This is an optimization exercise on Yosys and OpenROAD, whose aim is small area and a short achievable clock period, not a production implementation. The RTL was checked by simulation tests, not by an equivalence proof against the original design. No driver is modelled on the clock port, so clock power and skew are understated where the tree is cut down; a real chip needs a root buffer or a tree. Power and IR drop assume default switching activity.

==> flow/design.v (excerpt) <==
module mac5 #(parameter WIDTH=32)
   (input logic [(WIDTH/2)-1:0] a,
    input logic [(WIDTH/2)-1:0] b,
    input logic               clk, reset,
    output logic [WIDTH-1:0]  out);
   logic [15:0] ra;
   logic [7:0] bneg, bone, btwo;
   logic rb15;
   wire [16:0] bx = {b, 1'b0};
   logic f;
   logic q2_0_0;
   logic q2_1_0;
   logic q2_2_0;
   logic q2_3_0;
   logic q2_3_1;
   logic q2_3_2;
   logic q2_4_0;
   logic q2_4_1;
   logic q2_5_0;
   logic q2_5_1;
   logic q2_6_0;
   logic q2_6_1;
   logic q2_7_0;
   logic q2_7_1;
   logic q2_8_0;
   logic q2_8_1;
   logic q2_9_0;
   logic q2_9_1;
   logic q2_10_0;
   logic q2_10_1;
   logic q2_11_0;
   logic q2_11_1;
   logic q2_11_2;
   logic q2_11_3;
   logic q2_12_0;
   logic q2_12_1;
   logic q2_12_2;
   logic q2_13_0;
   logic q2_13_1;
   logic q2_13_2;
   logic q2_14_0;
   logic q2_14_1;
   logic q2_14_2;
   logic q2_15_0;
   logic q2_15_1;
   logic q2_15_2;
   logic q2_16_0;
   logic q2_16_1;
   logic q2_16_2;
   logic q2_16_3;
   logic q2_17_0;
   logic q2_17_1;
   logic q2_17_2;
   logic q2_17_3;
   logic q2_18_0;
   logic q2_18_1;
   logic q2_18_2;
   logic q2_18_3;
   logic q2_19_0;
   logic q2_19_1;
   logic q2_19_2;
   logic q2_19_3;
   logic q2_20_0;
   logic q2_20_1;
   logic q2_20_2;
   logic q2_20_3;
   logic q2_21_0;
   logic q2_21_1;
   logic q2_21_2;
   logic q2_21_3;
   logic q2_22_0;
   logic q2_22_1;
   logic q2_23_0;
   logic q2_23_1;
   logic q2_23_2;
   logic q2_24_0;
   logic q2_24_1;
   logic q2_24_2;
   logic q2_25_0;
   logic q2_25_1;
   logic q2_25_2;
  ...
Settings: LEC_CHECK=0, ABC_CLOCK_PERIOD_IN_PS=1000, CAP_MARGIN=20, CORE_MARGIN=2, CORE_UTILIZATION=40, SETUP_SLACK_MARGIN=4.6, SLEW_MARGIN=20, SYNTH_HIERARCHICAL=1, SYNTH_MINIMUM_KEEP_SIZE=0; clock period 7.0 ns.
standard.sh (not shown) runs the stock make flow with config.mk's settings and CLKGATE_MAP_FILE= SYNTH_SCRIPT=/design/flow/synth_recipe.tcl, a recipe that flattens the netlist after the stock synthesis.
==> flow/flow/run.sh <==
#!/bin/bash
# Standard layout (bash standard.sh) with: port buffers of a plain buffer cell;
# sizing not held to the cells' footprints; a fanout limit of 9 for the
# placement repair step (fanout.tcl); a clock tree without dummy loads; and
# the root clock buffer removed after CTS (clock_root.tcl), so that the clock
# port drives the two buffers below it. Each tool's output goes to its own log
# here and under orfs/logs.
set -e
ARGS=(MATCH_CELL_FOOTPRINT=0
  BUFFER_PORTS_ARGS="-buffer_cell sky130_fd_sc_hd__buf_1"
  PRE_RESIZE_TCL=$PWD/flow/fanout.tcl
  CTS_ARGS="-sink_clustering_enable -repair_clock_nets -dont_use_dummy_load -sink_clustering_size 30 -sink_clustering_max_diameter 60")
bash standard.sh "${ARGS[@]}" cts > standard_cts.log 2>&1
CTS_DB=$PWD/orfs/results/sky130hd/mac5/base/4_cts.odb openroad -no_init -exit flow/clock_root.tcl > clock_root.log 2>&1
bash standard.sh "${ARGS[@]}" finish > standard.log 2>&1
==> flow/flow/clock_root.tcl <==
set db_file $::env(CTS_DB)
read_db $db_file
set block [ord::get_db_block]
set clk_net [$block findNet clk]
set roots {}
foreach it [$clk_net getITerms] { lappend roots [$it getInst] }
foreach root $roots {
  set rout [[$root findITerm X] getNet]
  set sinks {}
  foreach it [$rout getITerms] { if {[$it getInst] ne $root} { lappend sinks $it } }
  puts "removing root [$root getName] ([llength $sinks] sinks)"
  foreach it $sinks { $it disconnect; $it connect $clk_net }
  [$root findITerm A] disconnect
  [$root findITerm X] disconnect
  odb::dbInst_destroy $root
  odb::dbNet_destroy $rout
}
set n 0
foreach it [$clk_net getITerms] { incr n }
puts "clock port now drives $n cell pins"
write_db $db_file
==> flow/flow/fanout.tcl <==
set_max_fanout 9 [current_design]
The baseline completed with no timing, DRC or antenna violations.
Rerun with:
==> flow/flow/run.sh (replaced) <==
#!/bin/bash
# Standard layout (bash standard.sh) with: port buffers of a plain buffer cell,
# sizing not held to the cells' footprints, a clock tree without dummy loads,
# and the root clock buffer removed after CTS, so that the clock port drives the two buffers below it (clock_root.tcl).
# Each tool's output goes to its own log here and under orfs/logs.
set -e
ARGS=(MATCH_CELL_FOOTPRINT=0
  BUFFER_PORTS_ARGS="-buffer_cell sky130_fd_sc_hd__buf_1"
  CTS_ARGS="-sink_clustering_enable -repair_clock_nets -dont_use_dummy_load -sink_clustering_size 30 -sink_clustering_max_diameter 60")
bash standard.sh "${ARGS[@]}" cts > standard_cts.log 2>&1
CTS_DB=$PWD/orfs/results/sky130hd/mac5/base/4_cts.odb openroad -no_init -exit flow/clock_root.tcl > flatten_clock.log 2>&1
bash standard.sh "${ARGS[@]}" finish > standard.log 2>&1
- SETUP_SLACK_MARGIN: 4.6 -> 4.65
removed: flow/flow/fanout.tcl
The new run completed with no timing, DRC or antenna violations.
Worst setup slack improves by 0.15 ns.
Global-route usage goes down by 1.6 points.
Core utilization is lower by 2.3 points.
Die area does not change.
Sequential share of layout area increases by 2.3 points.
Rerun with:
==> flow/flow/run.sh (replaced) <==
#!/bin/bash
# Standard layout, with port buffers of a plain buffer cell, sizing not held to
# the cells' footprints, and a clock tree without dummy loads.
bash standard.sh MATCH_CELL_FOOTPRINT=0 \
  BUFFER_PORTS_ARGS="-buffer_cell sky130_fd_sc_hd__buf_1" \
  CTS_ARGS="-sink_clustering_enable -repair_clock_nets -dont_use_dummy_load -sink_clustering_size 30 -sink_clustering_max_diameter 60" \
  finish > standard.log 2>&1
- SETUP_SLACK_MARGIN: 4.65 -> 4.5
removed: flow/flow/clock_root.tcl
After rerunning: Sequential power hardly moves. Setup slack is worse by 0.065 ns. Cell count goes down by 4.5%.
Rerun with:
- SETUP_SLACK_MARGIN: 4.5 -> 4.6
- TNS_END_PERCENT: not set -> 10
- The new run completed without violations
- final cell count went up by a few percent
- critical path depth does not change
- synthesized cell count is unchanged
- total power goes up slightly
- wire length rises by a few percent
- core utilization goes up by 1.4 points
- design area increases by a few percent
- worst setup slack gets better by 0.036 ns
- die area is unchanged
- clock-buffer cell count is unchanged
- worst hold slack hardly moves

re-timing with driven ports:
The results above use ideal ports. As a check the final layouts listed here were re-extracted and re-timed, cells and wires unchanged.
Step 1: set_driving_cell puts a clkbuf_16 on clk and a buf_2 on each other input, an assumption about the parent block.
Step 2 adds t to the input delays and takes it off the output delays; t is the mean of the earliest and latest rising clock arrival at the registers after step 1. Input paths then give back, and output paths get back, about the clock's delay inside the block.
Slacks: ideal ports / drivers / drivers and shift; pairs: ideal ports / drivers.
run | t, ns | setup slack, ns | worst setup path at the end | slew at the worst register clock pin (ns) | worst data-port slew with drivers (ns)
the first run | 0.411 | 4.443 / 4.443 / 4.443 | register to register | 0.09 / 0.09 | 0.03
the second run | 0.403 | 4.596 / 4.596 / 4.596 | register to register | 0.09 / 0.09 | 0.04
the third run | 0.520 | 4.531 / 4.485 / 4.588 | register to register | 0.10 / 0.10 | 0.04
the fourth run | 0.532 | 4.567 / 4.517 / 4.599 | register to register | 0.10 / 0.10 | 0.04
After both steps setup and hold are still met in every run listed.
